This is an optimization exercise on Yosys and OpenROAD, whose aim is small area and a short achievable clock period, not a production implementation. The RTL was checked by simulation tests, not by an equivalence proof against the original design.

// mac
module mac(
    input [15:0] x1,
    input [15:0] x2,
    input clk,
    input rst,
    input en,
    output [39:0] y
    );
reg [39:0] S;
reg [31:0] C;
wire s1;
wire c2;
wire s3;
wire c4;
wire s5;
wire c6;
wire s7;
wire c8;
wire s9;
wire c10;
wire s11;
wire c12;
wire s13;
wire c14;
wire s15;
wire c16;
wire s17;
wire c18;
wire s19;
wire c20;
wire s21;
wire c22;
wire s23;
wire c24;
wire s25;
wire c26;
wire s27;
wire c28;
wire s29;
wire c30;
wire s31;
wire c32;
wire s33;
wire c34;
wire s35;
wire c36;
wire s37;
wire c38;
wire s39;
wire c40;
wire s41;
wire c42;
wire s43;
wire c44;
wire s45;
wire c46;
wire s47;
wire c48;
wire s49;
wire c50;
wire s51;
wire c52;
wire s53;
wire c54;
wire s55;
wire c56;
wire s57;
wire c58;
wire s59;
wire c60;
wire s61;
wire c62;
wire s63;
wire c64;
wire s65;
wire c66;
wire s67;
wire c68;
wire s69;
wire c70;
wire s71;
wire c72;
wire s73;
wire c74;
wire s75;
wire c76;
wire s77;
wire c78;
wire s79;
wire c80;
wire s81;
wire c82;
wire s83;
wire c84;
wire s85;
wire c86;
wire s87;
wire c88;
wire s89;
wire c90;
wire s91;
wire c92;
wire s93;
wire c94;
wire s95;
wire c96;
wire s97;
wire c98;
wire s99;
wire c100;
wire s101;
wire c102;
wire s103;
wire c104;
wire s105;
wire c106;
wire s107;
wire c108;
wire s109;
wire c110;
wire s111;
wire c112;
wire s113;
wire c114;
wire s115;
wire c116;
wire s117;
wire c118;
wire s119;
wire c120;
wire s121;
wire c122;
wire s123;
wire c124;
wire s125;
wire c126;
wire s127;
wire c128;
wire s129;
wire c130;
wire s131;
wire c132;
wire s133;
wire c134;
wire s135;
wire c136;
wire s137;
wire c138;
wire s139;
wire c140;
wire s141;
wire c142;
wire s143;
wire c144;
wire s145;
wire c146;
wire s147;
wire c148;
wire s149;
wire c150;
wire s151;
wire c152;
wire s153;
wire c154;
wire s155;
wire c156;
wire s157;
wire c158;
wire s159;
wire c160;
wire s161;
wire c162;
wire s163;
wire c164;
wire s165;
wire c166;
wire s167;
wire c168;
wire s169;
wire c170;
wire s171;
wire c172;
wire s173;
wire c174;
wire s175;
wire c176;
wire s177;
wire c178;
wire s179;
wire c180;
wire s181;
wire c182;
wire s183;
wire c184;
wire s185;
wire c186;
wire s187;
wire c188;
wire s189;
wire c190;
wire s191;
wire c192;
wire s193;
wire c194;
wire s195;
  ...
For scale: ~890 cells after synthesis, roughly 75 I/O pins, about 9000 um2 of cells after synthesis.
Settings: LEC_CHECK=0, ABC_AREA=1, CAP_MARGIN=20, CORE_MARGIN=2, CORE_UTILIZATION=60, CTS_BUF_LIST=sky130_fd_sc_hd__clkbuf_4 sky130_fd_sc_hd__clkbuf_8, SETUP_SLACK_MARGIN=5, SLEW_MARGIN=20, SYNTH_HIERARCHICAL=1; clock period 12.0 ns.
standard.sh (not shown) runs the stock make flow with config.mk's settings and CLKGATE_MAP_FILE= SYNTH_SCRIPT=/design/flow/synth_recipe.tcl, a recipe that flattens the netlist after the stock synthesis.
==> flow/flow/run.sh <==
#!/bin/bash
# The standard layout (standard.sh: ORFS synthesis to final layout) with a
# few extra ORFS settings; the clock, constraints and synthesis script are
# unchanged. Settings come from flow/params.sh:
#   MARGIN      setup slack that repair_timing aims for (ns)
#   PORTBUF     cell used to buffer every input and output port
#   EXTRA       further ORFS make variables
set -u
. flow/params.sh
bash standard.sh SETUP_SLACK_MARGIN=$MARGIN "BUFFER_PORTS_ARGS=-buffer_cell $PORTBUF" $EXTRA finish > standard.log 2>&1
==> flow/flow/params.sh <==
MARGIN=6.6
PORTBUF=sky130_fd_sc_hd__buf_1
EXTRA="ABC_LOAD_IN_FF=2"
The baseline completed without violations.
Next try:
==> flow/flow/params.sh (replaced) <==
MARGIN=6.5
PORTBUF=sky130_fd_sc_hd__buf_1
EXTRA="ABC_LOAD_IN_FF=2"
Settings changed: TNS_END_PERCENT set to 5.
Cell count decreases by 2.6%.
Synthesized area is unchanged.
Flip-flop and latch count is unchanged.
Next try:
==> flow/flow/params.sh (replaced) <==
MARGIN=6.8
PORTBUF=sky130_fd_sc_hd__buf_1
EXTRA="ABC_LOAD_IN_FF=2"
Settings changed: TNS_END_PERCENT 5 to not set.
After rerunning:
- The changed run finished clean
- utilization increases by 8.0 points
- hold slack degrades by 0.029 ns
- final area rises by 12%
Next try:
==> flow/flow/params.sh (replaced) <==
MARGIN=6.5
PORTBUF=sky130_fd_sc_hd__buf_1
EXTRA="ABC_LOAD_IN_FF=2 REMOVE_ABC_BUFFERS=1"
After rerunning:
- The changed run completed without violations
- worst setup slack got worse by 0.19 ns
- clock skew falls by 0.0048 ns
- wire length goes down by 3.6%
- area after synthesis stays the same
- sequential share of layout area climbs by 1.7 points
- critical path depth is lower by 2
- core utilization decreases by 6.6 points
Next try:
==> flow/flow/params.sh (replaced) <==
MARGIN=6.5
PORTBUF=sky130_fd_sc_hd__buf_1
EXTRA="ABC_LOAD_IN_FF=2 SKIP_LAST_GASP=1"
Effect:
- setup slack improves by 0.028 ns
- count of clock-buffer cells in the layout is lower by 3
- cell area is lower by 1.0%
- core utilization is lower by 0.69 points
- worst hold slack improves by 0.0091 ns
- fmax is higher by 0.53%
- global-route usage is lower by 0.78 points
- clock skew is higher by 0.0035 ns
- wire length is lower by 1.3%

-- separate check: timing with driven ports --
How much do the figures lean on ideal ports? The routed layouts below were timed once more, with nothing changed but the port constraints. Step 1 assumes that a clkbuf_16 drives the clock port and a buf_2 every other input. Step 2, shift: input delay + t, output delay - t, t = (earliest + latest rising clock arrival at the registers) / 2. This alone moves slack from input paths to output paths. Slacks: ideal ports / drivers / drivers and shift; pairs: ideal ports / drivers.
run | t (ns) | setup slack, ns | worst setup path at the end | worst register clock-pin slew, ns
the first run | 0.418 | 6.673 / 6.673 / 6.272 | input to register | 0.09 / 0.09
the second run | 0.417 | 6.553 / 6.569 / 6.156 | input to register | 0.09 / 0.09
the third run | 0.404 | 6.754 / 6.775 / 6.370 | input to register | 0.08 / 0.08
the fourth run | 0.416 | 6.563 / 6.565 / 6.149 | input to register | 0.08 / 0.08
the fifth run | 0.418 | 6.592 / 6.574 / 6.182 | input to register | 0.09 / 0.09
After both steps every run listed still meets setup and hold. For the fourth run, which loses most, drivers alone change the setup slack by +0.002 ns; drivers and shift together by -0.414 ns.
